Source: an optimization exercise on an open RTL-to-GDS flow (aim: small area). Production flows keep margins and buffers that such runs may drop. Power figures rest on the tool's default switching activity, not on a simulated workload.

main:
==> flow/design.v <==
module VGA(clk, rst, VGA_HS, VGA_VS ,VGA_R, VGA_G, VGA_B,VGA_BLANK_N,VGA_CLOCK, player, result_in, result,  state);
	input 				clk, rst;
	input		[1:0]		state;
	input 	[1:0]  	player;
	input 	[1:0] 	result;
	input 	[17:0] 	result_in;
	output 				VGA_HS, VGA_VS;
	output 				VGA_BLANK_N, VGA_CLOCK;
	output  [7:0] 	VGA_R, VGA_G, VGA_B;
	localparam [2:0] C_Z = 3'd0, C_BG = 3'd1, C_GR = 3'd2, C_BL = 3'd3, C_RD = 3'd4, C_WH = 3'd5;
	reg			clk25M;
	reg	[1:0]	hs;		 
	reg	[7:0]	ho;		 
	reg	[1:0]	vs;		 
	reg	[7:0]	vo;		 
	reg			loaded;
	reg	[2:0]	code;
	function [5:0] t40;
		input [5:0] p;
		case (p)
			6'd0: t40 = 6'd63;
			6'd1: t40 = 6'd63;
			6'd2: t40 = 6'd63;
			6'd3: t40 = 6'd63;
			6'd4: t40 = 6'd63;
			6'd5: t40 = 6'd63;
			6'd6: t40 = 6'd63;
			6'd7: t40 = 6'd63;
			6'd8: t40 = 6'd63;
			6'd9: t40 = 6'd63;
			6'd10: t40 = 6'd63;
			6'd11: t40 = 6'd63;
			6'd12: t40 = 6'd63;
			6'd13: t40 = 6'd63;
			6'd14: t40 = 6'd63;
			6'd15: t40 = 6'd63;
			6'd16: t40 = 6'd63;
			6'd17: t40 = 6'd63;
			6'd18: t40 = 6'd63;
			6'd19: t40 = 6'd63;
			6'd20: t40 = 6'd63;
			6'd21: t40 = 6'd63;
			6'd22: t40 = 6'd63;
			6'd23: t40 = 6'd63;
			6'd24: t40 = 6'd63;
			6'd25: t40 = 6'd63;
			6'd26: t40 = 6'd63;
			6'd27: t40 = 6'd63;
			6'd28: t40 = 6'd63;
			6'd29: t40 = 6'd28;
			6'd30: t40 = 6'd27;
			6'd31: t40 = 6'd26;
			6'd32: t40 = 6'd25;
			6'd33: t40 = 6'd23;
			6'd34: t40 = 6'd22;
			6'd35: t40 = 6'd20;
			6'd36: t40 = 6'd18;
			6'd37: t40 = 6'd16;
			6'd38: t40 = 6'd13;
			6'd39: t40 = 6'd9;
			6'd40: t40 = 6'd1;
			default: t40 = 6'd0;
		endcase
	endfunction
	function [5:0] t30;
		input [5:0] p;
		case (p)
			6'd0: t30 = 6'd63;
			6'd1: t30 = 6'd63;
			6'd2: t30 = 6'd63;
			6'd3: t30 = 6'd63;
			6'd4: t30 = 6'd63;
			6'd5: t30 = 6'd63;
			6'd6: t30 = 6'd63;
			6'd7: t30 = 6'd63;
			6'd8: t30 = 6'd63;
			6'd9: t30 = 6'd63;
			6'd10: t30 = 6'd63;
			6'd11: t30 = 6'd63;
			6'd12: t30 = 6'd63;
			6'd13: t30 = 6'd63;
			6'd14: t30 = 6'd63;
			6'd15: t30 = 6'd63;
			6'd16: t30 = 6'd63;
			6'd17: t30 = 6'd63;
			6'd18: t30 = 6'd63;
			6'd19: t30 = 6'd63;
			6'd20: t30 = 6'd63;
			6'd21: t30 = 6'd63;
			6'd22: t30 = 6'd21;
			6'd23: t30 = 6'd20;
			6'd24: t30 = 6'd19;
			6'd25: t30 = 6'd17;
			6'd26: t30 = 6'd15;
			6'd27: t30 = 6'd14;
			6'd28: t30 = 6'd11;
			6'd29: t30 = 6'd8;
			6'd30: t30 = 6'd1;
			default: t30 = 6'd0;
		endcase
	endfunction
	function [5:0] t20;
		input [5:0] p;
		case (p)
			6'd0: t20 = 6'd63;
			6'd1: t20 = 6'd63;
			6'd2: t20 = 6'd63;
			6'd3: t20 = 6'd63;
			6'd4: t20 = 6'd63;
			6'd5: t20 = 6'd63;
			6'd6: t20 = 6'd63;
			6'd7: t20 = 6'd63;
			6'd8: t20 = 6'd63;
			6'd9: t20 = 6'd63;
			6'd10: t20 = 6'd63;
			6'd11: t20 = 6'd63;
			6'd12: t20 = 6'd63;
			6'd13: t20 = 6'd63;
			6'd14: t20 = 6'd63;
			6'd15: t20 = 6'd14;
			6'd16: t20 = 6'd13;
			6'd17: t20 = 6'd11;
			6'd18: t20 = 6'd9;
			6'd19: t20 = 6'd7;
			6'd20: t20 = 6'd1;
			default: t20 = 6'd0;
		endcase
	endfunction
	wire pix_en = ~clk25M;
	wire hend = (hs == 2'd0) ? (&{ho[7], ho[5], ho[3:0]}) : (hs == 2'd3) ? (&{ho[7:5], ho[3], ho[1]}) : (&ho[7:4]);
	wire lend = (hs == 2'd3) && (&{ho[7:5], ho[3], ho[1]});
	wire vend = (vs == 2'd0) ? (&{vo[5], vo[3:2]}) : (&vo[7:5]);
	wire vwrap = (vs == 2'd3) && (&{vo[7:6], vo[4]});
	wire h0 = (hs == 2'd0) && (ho[7:5] == 3'd0) && (ho[3:0] == 4'd0);
	always @(posedge clk) begin
		if (!rst) begin
			clk25M <= 1'b0;
			hs <= 2'd0;
			ho <= 8'd16;
			vs <= 2'd0;
			vo <= 8'd0;
			loaded <= 1'b0;
		end else begin
			clk25M <= ~clk25M;
			loaded <= 1'b1;
			if (pix_en) begin
				if (hend) begin
					hs <= hs + 2'd1;
					ho <= (hs == 2'd3) ? 8'd16 : (hs == 2'd0) ? 8'd20 : 8'd28;
				end else
					ho <= ho + 8'd1;
				if (vwrap) begin
					vs <= 2'd0;
					vo <= 8'd0;
				end else if (lend) begin
					if (vend) begin
						vs <= vs + 2'd1;
						vo <= (vs == 2'd0) ? 8'd48 : 8'd65;
					end else
						vo <= vo + 8'd1;
				end
			end
		end
	end
	assign VGA_CLOCK = ~clk25M;
	assign VGA_HS = ~((hs == 2'd0) && !ho[7] && (ho[6:5] != 2'd0));
	assign VGA_VS = ~((vs == 2'd0) && (h0 ? (vo == 8'd11 || vo == 8'd12) : (vo == 8'd10 || vo == 8'd11)));
	assign VGA_BLANK_N = (hs != 2'd0) && (vs != 2'd0);
	wire hmid = (hs == 2'd1) || (hs == 2'd2);
	wire vmid = (vs == 2'd1) || (vs == 2'd2);
	wire vline = hmid && ho >= 8'd229 && !(&ho[7:4]);
	wire hline = vmid && (h0 ? (vo >= 8'd204 && vo <= 8'd214) : (vo >= 8'd203 && vo <= 8'd213));
	wire st0 = (state == 2'd0);
	wire [7:0] hc = st0 ? (ho[7] ? 8'd178 : 8'd78) : 8'd128;
	wire [7:0] du = ho - hc;
	wire [7:0] dx = du ^ {8{du[7]}};
	wire [6:0] a = dx[6:0] + du[7];
	wire [6:0] vx = vo[6:0] ^ {7{~vo[7]}};
	wire [6:0] b = vx + !vo[7];
	wire [5:0] m = a[5:0];
	wire [6:0] df = {1'b0, m} - {1'b0, b[5:0]};
	wire [5:0] p = df[6] ? b[5:0] : m;
	wire [5:0] q = df[6] ? m : b[5:0];
	wire r_out = q < t40(p);
	wire r_in = q < (st0 ? t20(p) : t30(p));
	wire ring = r_out && !r_in;
	wire inr = !a[6] && !b[6];
	wire ubox = du[7] ? (m <= 6'd46) : (m <= 6'd42);
	wire vbox = (b[5:0] <= 6'd39);
	wire crs = df[6] ? (df >= (st0 ? 7'd113 : 7'd123)) : (df <= (st0 ? 7'd15 : 7'd5));
	reg [1:0] cellv;
	always @* begin
		case ({vs, hs})
			4'b0101: cellv = result_in[1:0];
			4'b0110: cellv = result_in[3:2];
			4'b0111: cellv = result_in[5:4];
			4'b1001: cellv = result_in[7:6];
			4'b1010: cellv = result_in[9:8];
			4'b1011: cellv = result_in[11:10];
			4'b1101: cellv = result_in[13:12];
			4'b1110: cellv = result_in[15:14];
			4'b1111: cellv = result_in[17:16];
			default: cellv = 2'b00;
		endcase
	end
	reg [2:0] nxt;
	always @* begin
		nxt = code;
		if (state == 2'd0) begin
			nxt = C_BG;
			if ((hs == 2'd2) && (vs == 2'd2) && inr && (ho[7] ? (ubox && vbox && crs) : ring)) nxt = loaded ? C_WH : C_Z;
		end else if (state == 2'd1) begin
			if (vline || hline) nxt = loaded ? C_GR : C_Z;
			else nxt = loaded ? C_WH : C_Z;
			if (cellv == 2'b01 && inr && ring) nxt = loaded ? C_BL : C_Z;
			if (cellv == 2'b10 && inr && ubox && vbox && crs) nxt = loaded ? C_RD : C_Z;
		end else if (state == 2'd2) begin
			if (result == 2'b01) nxt = loaded ? C_BL : C_Z;
			else if (result == 2'b10) nxt = loaded ? C_RD : C_Z;
			else if (result == 2'b00) nxt = loaded ? C_GR : C_Z;
		end
	end
	always @(posedge clk) begin
		if (!rst) code <= C_Z;
		else if (pix_en) code <= nxt;
	end
	reg [23:0] rgb;
	always @* begin
		case (code)
			C_BG: rgb = 24'h64A682;
			C_GR: rgb = 24'hCACACA;
			C_BL: rgb = 24'h2E77AE;
			C_RD: rgb = 24'hCA1F3D;
			C_WH: rgb = 24'hFFFFFF;
			default: rgb = 24'h000000;
		endcase
	end
	assign {VGA_R, VGA_G, VGA_B} = rgb;
endmodule
Settings: LEC_CHECK=0, ABC_AREA=1, CAP_MARGIN=20, CORE_MARGIN=2, CORE_UTILIZATION=40, CTS_BUF_LIST=sky130_fd_sc_hd__clkbuf_8, SLEW_MARGIN=20; clock period 20.0 ns.
standard.sh (not shown) runs the stock make flow with config.mk's settings and CLKGATE_MAP_FILE= SYNTH_SCRIPT=/design/flow/synth_recipe.tcl, a recipe that flattens the netlist after the stock synthesis.
==> flow/flow/run.sh <==
#!/bin/bash
# Layout flow: the standard synthesis; then the combinational cells of its netlist are
# re-optimised for area with ABC (several seeds, the smallest result kept), leaving the
# flip-flops as they are (same cells, same names); then the standard layout from
# floorplan on, with minimum-size port buffers.
set -euo pipefail
W=$(pwd)
R=$W/orfs/results/$FLOW_PLATFORM/VGA/base
LIB=$FLOW_HOME/platforms/$FLOW_PLATFORM/lib/sky130_fd_sc_hd__tt_025C_1v80.lib
YOSYS=$FLOW_HOME/../tools/install/yosys/bin/yosys
[ -x "$YOSYS" ] || YOSYS=yosys
NJ=${NUM_CORES:-4}

bash standard.sh synth > $W/1_standard_synth.log 2>&1
cp $R/1_2_yosys.v $W/standard_synth.v

mkdir -p $W/resynth
run_one() {
  local tag=$1 opt=$2 map=$3
  local d=$W/resynth/$tag
  mkdir -p $d
  printf 'strash\n&get -n\n&deepsyn %s\n&put\n%s\ntopo\n' "$opt" "$map" > $d/script.abc
  cat > $d/resynth.ys <<EOC
read_liberty -ignore_miss_func $LIB
read_verilog $W/standard_synth.v
hierarchy -top $FLOW_TOP
setattr -mod -set blackbox 1 sky130_fd_sc_hd__dfxtp_1
flatten
delete t:\\\$scopeinfo
opt_clean -purge
abc -script $d/script.abc -liberty $LIB -dont_use *probe* -dont_use *lpflow* -dont_use *clkbuf* -dont_use *dly* -dont_use *clkinv*
opt_clean -purge
hilomap -singleton -hicell sky130_fd_sc_hd__conb_1 HI -locell sky130_fd_sc_hd__conb_1 LO
tee -o $d/stat.txt stat -liberty $LIB
write_verilog -noattr -nohex -nodec $d/out.v
EOC
  timeout 900 $YOSYS -l $d/yosys.log $d/resynth.ys > /dev/null 2>&1 || true
}
i=0
for s in 0 7 13 21; do
  for map in "dch -f; amap" "dch -f; map -a; amap"; do
    run_one r$i "-S $s -T 15" "$map" &
    i=$((i+1))
    if (( i % NJ == 0 )); then wait; fi
  done
done
wait
best=""; bestA=""
for d in $W/resynth/r*; do
  [ -s $d/out.v ] || continue
  a=$(awk '/Chip area/ {print $NF}' $d/stat.txt | tail -1)
  [ -n "$a" ] || continue
  echo "$(basename $d) $a" >> $W/2_resynth_areas.txt
  if [ -z "$best" ] || awk -v a=$a -v b=$bestA 'BEGIN{exit !(a<b)}'; then best=$d; bestA=$a; fi
done
echo "kept $best ($bestA)" >> $W/2_resynth_areas.txt
cp $best/out.v $R/1_2_yosys.v
rm -f $R/1_synth.odb $R/1_synth.sdc

bash standard.sh "BUFFER_PORTS_ARGS=-buffer_cell sky130_fd_sc_hd__buf_1" finish > $W/3_standard_layout.log 2>&1
## Diff of input files: the feature branch against main
-- flow/design.v --
<<< main, line 128
	endfunction
	wire pix_en = ~clk25M;
	wire hend = (hs == 2'd0) ? (&{ho[7], ho[5], ho[3:0]}) : (hs == 2'd3) ? (&{ho[7:5], ho[3], ho[1]}) : (&ho[7:4]);
	wire lend = (hs == 2'd3) && (&{ho[7:5], ho[3], ho[1]});
	wire vend = (vs == 2'd0) ? (&{vo[5], vo[3:2]}) : (&vo[7:5]);
	wire vwrap = (vs == 2'd3) && (&{vo[7:6], vo[4]});
	wire h0 = (hs == 2'd0) && (ho[7:5] == 3'd0) && (ho[3:0] == 4'd0);
	always @(posedge clk) begin
		if (!rst) begin
			clk25M <= 1'b0;
			hs <= 2'd0;
			ho <= 8'd16;
			vs <= 2'd0;
			vo <= 8'd0;
			loaded <= 1'b0;
		end else begin
>>> the feature branch, line 128
	endfunction
	wire pix_en = ~clk25M;
	wire hend = (hs == 2'd0) ? (ho == 8'd195) : (hs == 2'd3) ? (ho == 8'd234) : (ho == 8'd240);
	wire lend = (hs == 2'd3) && (ho == 8'd234);
	wire vend = (vs == 2'd0) ? (vo == 8'd126) : (vo == 8'd224);
	wire vwrap = (vs == 2'd3) && (vo == 8'd208);
	wire h0 = (hs == 2'd0) && (ho == 8'd28);
	always @(posedge clk) begin
		if (!rst) begin
			clk25M <= 1'b0;
			hs <= 2'd0;
			ho <= 8'd28;
			vs <= 2'd0;
			vo <= 8'd65;
			loaded <= 1'b0;
		end else begin
<<< main, line 147
				if (hend) begin
					hs <= hs + 2'd1;
					ho <= (hs == 2'd3) ? 8'd16 : (hs == 2'd0) ? 8'd20 : 8'd28;
				end else
					ho <= ho + 8'd1;
				if (vwrap) begin
					vs <= 2'd0;
					vo <= 8'd0;
				end else if (lend) begin
					if (vend) begin
						vs <= vs + 2'd1;
						vo <= (vs == 2'd0) ? 8'd48 : 8'd65;
					end else
						vo <= vo + 8'd1;
>>> the feature branch, line 147
				if (hend) begin
					hs <= hs + 2'd1;
					ho <= 8'd28;
				end else
					ho <= ho + 8'd1;
				if (vwrap) begin
					vs <= 2'd0;
					vo <= 8'd65;
				end else if (lend) begin
					if (vend) begin
						vs <= vs + 2'd1;
						vo <= 8'd65;
					end else
						vo <= vo + 8'd1;
<<< main, line 164
	end
	assign VGA_CLOCK = ~clk25M;
	assign VGA_HS = ~((hs == 2'd0) && !ho[7] && (ho[6:5] != 2'd0));
	assign VGA_VS = ~((vs == 2'd0) && (h0 ? (vo == 8'd11 || vo == 8'd12) : (vo == 8'd10 || vo == 8'd11)));
	assign VGA_BLANK_N = (hs != 2'd0) && (vs != 2'd0);
	wire hmid = (hs == 2'd1) || (hs == 2'd2);
	wire vmid = (vs == 2'd1) || (vs == 2'd2);
	wire vline = hmid && ho >= 8'd229 && !(&ho[7:4]);
	wire hline = vmid && (h0 ? (vo >= 8'd204 && vo <= 8'd214) : (vo >= 8'd203 && vo <= 8'd213));
	wire st0 = (state == 2'd0);
	wire [7:0] hc = st0 ? (ho[7] ? 8'd178 : 8'd78) : 8'd128;
	wire [7:0] du = ho - hc;
	wire [7:0] dx = du ^ {8{du[7]}};
	wire [6:0] a = dx[6:0] + du[7];
	wire [6:0] vx = vo[6:0] ^ {7{~vo[7]}};
	wire [6:0] b = vx + !vo[7];
	wire [5:0] m = a[5:0];
	wire [6:0] df = {1'b0, m} - {1'b0, b[5:0]};
>>> the feature branch, line 164
	end
	assign VGA_CLOCK = ~clk25M;
	assign VGA_HS = ~((hs == 2'd0) && ho >= 8'd44 && ho <= 8'd139);
	assign VGA_VS = ~((vs == 2'd0) && (h0 ? (vo == 8'd76 || vo == 8'd77) : (vo == 8'd75 || vo == 8'd76)));
	assign VGA_BLANK_N = (hs != 2'd0 || ho >= 8'd188) && (vs != 2'd0 || vo >= 8'd110);
	wire hmid = (hs == 2'd1) || (hs == 2'd2);
	wire vmid = (vs == 2'd1) || (vs == 2'd2);
	wire vline = hmid && ho >= 8'd229 && ho <= 8'd239;
	wire hline = vmid && (h0 ? (vo >= 8'd204 && vo <= 8'd214) : (vo >= 8'd203 && vo <= 8'd213));
	wire st0 = (state == 2'd0);
	wire [7:0] hc = st0 ? (ho[7] ? 8'd178 : 8'd78) : 8'd128;
	wire [7:0] du = ho - hc;
	wire [7:0] dn = hc - ho;
	wire [6:0] a = du[7] ? dn[6:0] : du[6:0];
	wire [7:0] vn = 8'd128 - vo;
	wire [6:0] b = vo[7] ? vo[6:0] : vn[6:0];
	wire [5:0] m = a[5:0];
	wire [6:0] df = {1'b0, m} - {1'b0, b[5:0]};
Results
- Status: required time at the worst-slack endpoint parity (main, the feature branch)
- Between main and the feature branch, the total of hold buffers inserted after clock tree synthesis figures differ only marginally.
- Relative to main, count of buffers not belonging to the clock network in the layout has decreased by 1 in the feature branch.
- The feature branch vs. main: power now smaller; fraction of power consumed by the clock network +0.9 points; shortest clock period the worst path allows after layout has increased; share of total power consumed by net switching went down 0.32 points.
- Met3 track utilization from global routing: the feature branch vs main, no meaningful difference
- Cmp the feature branch vs main: design internal power lower in the feature branch
- Via count of the first global-routing pass came out higher on the feature branch than on main.
- Diff main -> the feature branch | met1 wire length | increase of 93 µm
- The feature branch gives less peak fanout along the critical path than main did.
- Of the two candidates, main has the better routed via count and the feature branch the worse one.
- When the feature branch is set beside main, its final area turns out to be 1.7% larger.
No run of this note included a check of the RTL's function; only the layout flow was run.

[static timing again, ports no longer ideal]
How much do the figures lean on ideal ports? The routed layouts below were timed once more, with nothing changed but the port constraints. Step 1 (the two cells are an assumption about what drives the block):
set clk [get_ports {clk}]
set_driving_cell -lib_cell sky130_fd_sc_hd__clkbuf_16 $clk
set_driving_cell -lib_cell sky130_fd_sc_hd__buf_2 [delete_from_list [all_inputs] $clk]
Step 2, shift: input delay + t, output delay - t, t = (earliest + latest rising clock arrival at the registers) / 2. This alone moves slack from input paths to output paths. Slacks: ideal / step 1 / step 2; pairs: ideal / step 1.
run | t, ns | setup slack, ns | worst setup path after step 2 | worst data-port slew with drivers (ns) | cell pins on the clock port's net
main | 0.300 | 8.940 / 8.945 / 8.645 | input to register | 0.03 | 1
the feature branch | 0.300 | 6.891 / 6.901 / 6.601 | input to register | 0.03 | 1
After both steps setup and hold are still met in every run listed. For main, which loses most, drivers alone change the setup slack by +0.005 ns; drivers and shift together by -0.295 ns.
